Context: an optimization exercise on an open-source flow, tuned for small area, a short achievable clock period and few clock cycles. The choices shown serve that exercise and are no tape-out recipe.
For this run, only the layout was checked, not whether the RTL still works.

## flow/config.mk

```make
export PLATFORM = sky130hd
export DESIGN_NAME = code_converter_top
export DESIGN_NICKNAME = code_converter_top
export VERILOG_FILES = /design/flow/design.v
export SDC_FILE = /design/flow/constraint.sdc
export NUM_CORES = 4
export LEC_CHECK = 0
export ABC_AREA = 1
export CAP_MARGIN = 20
export CORE_MARGIN = 2
export CORE_UTILIZATION = 40
export SETUP_SLACK_MARGIN = 3.2
export SLEW_MARGIN = 20
```

## flow/design.v

```verilog
`timescale 1ns/1ps
module code_converter_top #(
  parameter WIDTH  = 32,
  parameter DIGITS = 10
)(
  input  wire                   clk,
  input  wire                   rst,
  input  wire                   start,
  input  wire [2:0]             opcode,
  input  wire [WIDTH-1:0]       bin_in,
  input  wire [WIDTH-1:0]       gray_in,
  input  wire [DIGITS*4-1:0]    bcd_in,
  input  wire [DIGITS*4-1:0]    ex3_in,
  output reg  [WIDTH-1:0]       bin_out,
  output reg  [WIDTH-1:0]       gray_out,
  output reg  [DIGITS*4-1:0]    bcd_out,
  output reg  [DIGITS*4-1:0]    ex3_out,
  output wire                   busy,
  output wire                   done
);
  function [3:0] add3(input [3:0] d);
    begin
      add3[3] = d[3] | (d[2] & (d[1] | d[0]));
      add3[2] = (d[2] & ~d[1] & ~d[0]) | (d[3] & d[0]);
      add3[1] = (d[1] & (~d[2] | d[0])) | (d[3] & ~d[0]);
      add3[0] = (~d[3] & ~d[2] & d[0]) | (d[2] & d[1] & ~d[0]) | (d[3] & ~d[0]);
    end
  endfunction
  function [39:0] dstep(input [39:0] x, input b);
    integer i;
    reg c;
    reg [3:0] f;
    begin
      c = b;
      for (i = 0; i < 10; i = i + 1) begin
        f = add3(x[4*i +: 4]);
        dstep[4*i +: 4] = {f[2:0], c};
        c = f[3];
      end
    end
  endfunction
  function [39:0] dd8(input [39:0] x, input [7:0] p);
    integer j;
    reg [39:0] t;
    begin
      t = x;
      for (j = 7; j >= 0; j = j - 1)
        t = dstep(t, p[j]);
      dd8 = t;
    end
  endfunction
  function [10:0] m100(input [3:0] x);
    begin
      case (x)
        4'd0:  m100 = 11'd0;    4'd1:  m100 = 11'd100;
        4'd2:  m100 = 11'd200;  4'd3:  m100 = 11'd300;
        4'd4:  m100 = 11'd400;  4'd5:  m100 = 11'd500;
        4'd6:  m100 = 11'd600;  4'd7:  m100 = 11'd700;
        4'd8:  m100 = 11'd800;  4'd9:  m100 = 11'd900;
        4'd10: m100 = 11'd1000; 4'd11: m100 = 11'd1100;
        4'd12: m100 = 11'd1200; 4'd13: m100 = 11'd1300;
        4'd14: m100 = 11'd1400; default: m100 = 11'd1500;
      endcase
    end
  endfunction
  function [7:0] m10(input [3:0] x);
    begin
      case (x)
        4'd0:  m10 = 8'd0;    4'd1:  m10 = 8'd10;
        4'd2:  m10 = 8'd20;   4'd3:  m10 = 8'd30;
        4'd4:  m10 = 8'd40;   4'd5:  m10 = 8'd50;
        4'd6:  m10 = 8'd60;   4'd7:  m10 = 8'd70;
        4'd8:  m10 = 8'd80;   4'd9:  m10 = 8'd90;
        4'd10: m10 = 8'd100;  4'd11: m10 = 8'd110;
        4'd12: m10 = 8'd120;  4'd13: m10 = 8'd130;
        4'd14: m10 = 8'd140;  default: m10 = 8'd150;
      endcase
    end
  endfunction
  function [63:0] csa(input [31:0] x, input [31:0] y, input [31:0] z);
    begin
      csa = {((x & y) | (x & z) | (y & z)) << 1, x ^ y ^ z};
    end
  endfunction
  function [10:0] v3(input [11:0] d);
    begin
      v3 = m100(d[11:8]) + {3'd0, m10(d[7:4])} + {7'd0, d[3:0]};
    end
  endfunction
  function [30:0] horner(input [20:0] a, input [10:0] p);
    reg [63:0] s1, s2;
    reg [31:0] t;
    begin
      s1 = csa({1'b0, a, 10'd2}, ~{7'd0, a, 4'd0}, ~{8'd0, a, 3'd0});
      s2 = csa(s1[31:0], s1[63:32], {21'd0, p});
      t  = s2[31:0] + s2[63:32];
      horner = t[30:0];
    end
  endfunction
  function [31:0] g2b(input [31:0] g);
    integer s, j;
    reg [31:0] t;
    begin
      t = g;
      for (s = 1; s < 32; s = s * 2)
        for (j = 2*s-1; j < 32; j = j + 2*s)
          t[31-j] = t[31-j] ^ t[31-(j-s)];
      for (s = 8; s >= 1; s = s / 2)
        for (j = 3*s-1; j < 32; j = j + 2*s)
          t[31-j] = t[31-j] ^ t[31-(j-s)];
      g2b = t;
    end
  endfunction
  function [39:0] addn(input [39:0] x, input [3:0] k);
    integer i;
    begin
      for (i = 0; i < 10; i = i + 1)
        addn[4*i +: 4] = x[4*i +: 4] + k;
    end
  endfunction
  reg       mid, last;
  reg       isb2d;   
  reg [1:0] ph;
  wire      run = mid | last;
  wire op_multi = (opcode[2:1] == 2'b01);
  assign done = last | (start & ~op_multi);
  assign busy = mid;
  always @(posedge clk or posedge rst) begin
    if (rst) begin
      mid   <= 1'b0;
      last  <= 1'b0;
      isb2d <= 1'b0;
      ph    <= 2'd0;
    end else if (mid) begin
      ph   <= ph + 2'd1;
      mid  <= (ph != 2'd1);
      last <= (ph == 2'd1);
    end else if (last) begin
      last <= 1'b0;
    end else if (start & op_multi) begin
      mid   <= 1'b1;
      isb2d <= ~opcode[0];
      ph    <= 2'd0;
    end
  end
  reg [28:0] W;    
  reg [7:0]  P;    
  reg [30:0] A;    
  reg [10:0] Q;    
  wire [39:0] dd_run = dd8({11'd0, W}, P);
  wire [30:0] acc    = horner(A[20:0], Q);
  wire [31:0] b2d    = {A, 1'b0} + {A[28:0], 3'b000} + {28'd0, Q[3:0]};
  always @(posedge clk) begin
    if (mid & ph[0]) Q <= {7'd0, bcd_in[3:0]};
    else             Q <= v3(mid ? bcd_in[15:4] : bcd_in[27:16]);
    if (mid) begin
      W <= dd_run[28:0];
      P <= ph[0] ? bin_in[7:0] : bin_in[15:8];
      A <= acc;
    end else begin
      W <= dd8(40'd0, bin_in[31:24]);
      P <= bin_in[23:16];
      A <= {20'd0, v3(bcd_in[39:28])};
    end
  end
  always @(posedge clk or posedge rst) begin
    if (rst) begin
      bin_out  <= {WIDTH{1'b0}};
      gray_out <= {WIDTH{1'b0}};
      bcd_out  <= {DIGITS*4{1'b0}};
      ex3_out  <= {DIGITS*4{1'b0}};
    end else begin
      if (start & (opcode == 3'd0)) gray_out <= bin_in ^ (bin_in >> 1);
      if (start & (opcode == 3'd1)) bin_out <= g2b(gray_in);
      else if (last & ~isb2d)      bin_out <= b2d;
      if (start & (opcode == 3'd5)) bcd_out <= addn(ex3_in, 4'd13);
      else if (last & isb2d)       bcd_out <= dd_run;
      if (start & (opcode == 3'd4)) ex3_out <= addn(bcd_in, 4'd3);
    end
  end
endmodule
```

## flow/run.sh

```bash
#!/bin/bash
# synth_recipe.tcl (not shown) runs the flow's synth.tcl, then flattens the netlist and writes it again
# the make line also repeats each setting of config.mk as NAME=value (left out here)
make -C /OpenROAD-flow-scripts/flow DESIGN_CONFIG=/design/flow/config.mk WORK_HOME=/design/flow/orfs CLKGATE_MAP_FILE= SYNTH_SCRIPT=/design/flow/synth_recipe.tcl finish
```

## flow/constraint.sdc

```tcl
create_clock -name core_clock -period 6.5 [get_ports {clk}]
set_input_delay 1.3000 -clock core_clock [delete_from_list [all_inputs] [get_ports {clk}]]
set_output_delay 1.3000 -clock core_clock [all_outputs]
set_load 0.01 [all_outputs]
```

==> out/results.txt <==
Detail Placement HPWL -> 46,630 µm
post-synthesis sequential area ratio -> 25.72%
Die H -> 231.2 µm
H-tree depth -> 1
port bufs -> 295
final worst setup slack -> 3.124 ns
endpoints failing setup -> 0
pin count of the biggest net entering global routing -> 150
Worst-path clk slew -> 0.05 ns
Synth Cell Area -> 0.02064 mm²
outcome -> timing/DRC/antenna clean
Fmax -> 0.2962 GHz
final core occ -> 55.43%
vias in the first global route -> 20,240
Die Span X -> 231.2 µm
fin crit share -> 51.94%
RePlAce Congestion -> 0.8789
crit path kind -> in -> reg
Layout area overhead -> 37.46%
Req. time, crit path -> 7.00 ns
hold path start -> gray_out[10]
Antenna Nets Post-Route -> 0
Syn Inst Count -> 3,057
FF+latch count, synth -> 228
Iteration-0 DRC Markers -> 1,010
RSZ-0062 raised after global routing -> true
vias -> 21,360
via/cell ratio -> 5.117
clk_skew -> 0.01464 ns
Avg WL per Cell -> 15.16 µm
CP Capture Type -> register
Post-synth EDFFs -> 0
Post-synth top cells -> nand2_1 (830), inv_1 (321), nor2_1 (257)
Max Cap Viol -> 0
Final Max Tran Viols -> 0
WHS Endpoint -> gray_out[10]
async set-reset flop share out of synthesis -> 65.35%
setup TNS -> 0 ns
top_reg_cell synth -> dfrtp_1
Worst-Margin Slew -> 0.8587 ns
All-Layer GR Usage -> 22.27%
RR Endpoint -> A[28]
syn_area_per_cell -> 6.753 µm²
post-synth cell types -> 62
Hold/Removal Path Class -> reg -> reg
core box area -> 0.05120 mm²
Root Buffer -> clkbuf_16
initial antenna violation count -> 5
Mapped Nets -> 3,408
area fraction of the dominant cell type after synthesis -> 18.06%
row count -> 83
Worst Setup Start Kind -> primary input
Final nets -> 3,820
first-pass GRT wire length -> 98,880 µm
largest cells by area after synthesis -> dfrtp_1 (18%), nand2_1 (15%), ha_1 (10%), dfxtp_1 (7.7%), nand3_1 (5.9%)
relative slew slack -> 42.75%
total grt overflow -> 0
Ys Warns -> 1
initial core utilization -> 40.32%
cell with the most instances after synthesis -> nand2_1
cells on worst reg2reg path -> 18
CTS tree -> built
Tmin final -> 3.376 ns
Hold Crit Depth -> 2
critical path peak fanout -> 3
clock latency on the worst-skew pair -> 0.58 ns
area leader, netlist -> dfrtp_1
die area -> 0.05344 mm²
Clock Tree Buf Depth -> 3
crit path DAT -> 3.88 ns
clock buffer count from CTS -> 30
Critical R2R Launch -> A[3]
Pre-Repair DR Iteration Count -> 6
Reg2Reg Setup Slack -> 3.18 ns
Routed WL -> 63,260 µm
pre-CTS setup slack -> 1.955 ns
layout cell share with drive strength beyond 1 -> 22.16%
I/O Pins -> 296
drt drc -> 0
Final Hold Violating Endpoints -> 0
clk sinks -> 228
## logic make-up (layout without fill, tap and decap cells)
logic type	after synthesis	after routing	share of synthesized area, %
fa+ha+maj	201	201	13.20
compound gates	553	553	15.56
buf+inv	422	858	7.697
mux	1	1	0.04849
simple gates	1512	1512	31.80
flops	228	228	25.72
other cells	0	1	0
xor+xnor	140	140	5.976
## area by class of cell
class                           instances  area [µm²]
Fill cell                            4865       22820
Multi-Input combinational cell       2407       15440
Sequential cell                       228        5419
Timing Repair Buffer                  430        4086
Inverter                              371        1448
Tap cell                              680       850.8
Clock buffer                           39       845.8
Clock inverter                         17       275.3
Timing Repair inverter                  1       7.507
Antenna cell                            1       2.502
## how the worst max path moves through the flow
stage,from,end,slack (ns),cells after the start
after detailed placement,bcd_in[8],Q[9],1.96,23
after floorplan,bcd_in[8],Q[9],2.89,22
final,bcd_in[20],Q[10],3.12,20
after CTS,bcd_in[20],Q[9],3.14,21
after global placement,bcd_in[8],Q[9],1.93,23
after global routing,A[3],A[28],2.95,18
## state kept, by name, indices dropped and copies added, names as in the netlist
| signal | flops |
|---|---|
| ph | 2 |
| A | 31 |
| W | 29 |
| P | 8 |
| Q | 11 |
| last | 1 |
| mid | 1 |
| isb2d | 1 |
| bin_out | 32 |
| ex3_out | 40 |
| gray_out | 32 |
| bcd_out | 40 |
## metrics by stage
stage / cell area (µm²) / hold WS, ns / instances
global route: 28380 / 0.5045 / 4174
global placement: 24590 / 0.4590 / 3991
detailed placement: 24590 / 0.4705 / 3991
finish: 28380 / 0.4848 / 4174
floorplan: 20890 / 0.4261 / 3057
CTS: 26550 / 0.4877 / 4106
## critical path, stage by stage
cell and delay [ns]:
buf_8 0.10, o21ai_4 0.20, buf_6 0.14, inv_4 0.04, ha_4 0.14, nor2_1 0.10
nor2_1 0.06, nor3_2 0.17, ha_1 0.28, ha_4 0.31, inv_4 0.04, o31ai_4 0.23
nand2_1 0.09, inv_2 0.06, nor2_1 0.04, nor2_1 0.14, nor2_1 0.06, nor2_1 0.13
o21ai_1 0.07, a21oi_1 0.14
## metal layers
metal	vias to the layer above	global-route usage (%)	wire (µm)
li1	10840	-	-
met1	9945	28.50	28070
met3	108	4.134	3367
met2	457	38.03	29920
met4	8	6.673	1861
met5	-	0	45
## what timing repair did
item                                    in CTS  in global routing
cloned                                       0                  1
gates resized for setup                    175                394
hold buffers                                 0                  0
setup buffers                               59                 66
pin swaps                                   70                179
endpoints found under the setup margin      64                 93
## layout by cell type, fill, tap and decap left out, types with 8 or more instances in the layout
cell	Yosys	layout
o211ai_1	15	15
clkdlybuf4s50_1	0	253
o21a_1	11	11
inv_1	321	289
inv_2	44	65
nor3_2	1	8
nor3_1	19	12
xnor2_1	71	65
nor2_1	257	211
nand2_4	4	20
o21ai_4	2	18
nand3_1	243	216
a21oi_2	14	35
or2_2	19	18
nand3_2	14	34
dfrtp_1	149	148
a21oi_4	3	15
clkbuf_16	0	31
fa_1	28	24
buf_6	0	12
o21ai_2	14	31
a31oi_1	23	23
ha_4	0	15
o21ai_1	26	35
dfxtp_2	0	12
nand4_1	28	28
xor2_1	68	58
nand2_1	830	741
dfxtp_1	79	43
nand2_2	46	118
dlymetal6s2s_1	0	14
o21ai_0	222	180
dlygate4sd2_1	0	12
buf_4	0	121
ha_1	173	156
nor2_2	26	59
a21oi_1	172	139
nor2_4	11	24
dfxtp_4	0	24
xor2_2	0	8

==> re-timing with driven ports <==
Ports are ideal in the flow. The routed layout listed here was re-timed in OpenROAD. Step 1 assumes that a clkbuf_16 drives the clock port and a buf_2 every other input. Step 2 adds t to the input delays and takes it off the output delays; t is the mean of the earliest and latest rising clock arrival at the registers after step 1. Input paths then give back, and output paths get back, about the clock's delay inside the block. Slacks: ideal / step 1 / step 2; pairs: ideal / step 1.
t, ns: 0.631
setup slack, ns: 3.124 / 3.121 / 2.490
latest minus earliest clock arrival (ns): 0.018 / 0.017
worst slew at a driven data input, ns: 0.08
cell pins on the clock port's net: 1
After both steps setup and hold are still met in this run. The setup slack of this run moves by -0.003 ns with the drivers and by -0.634 ns with both steps.
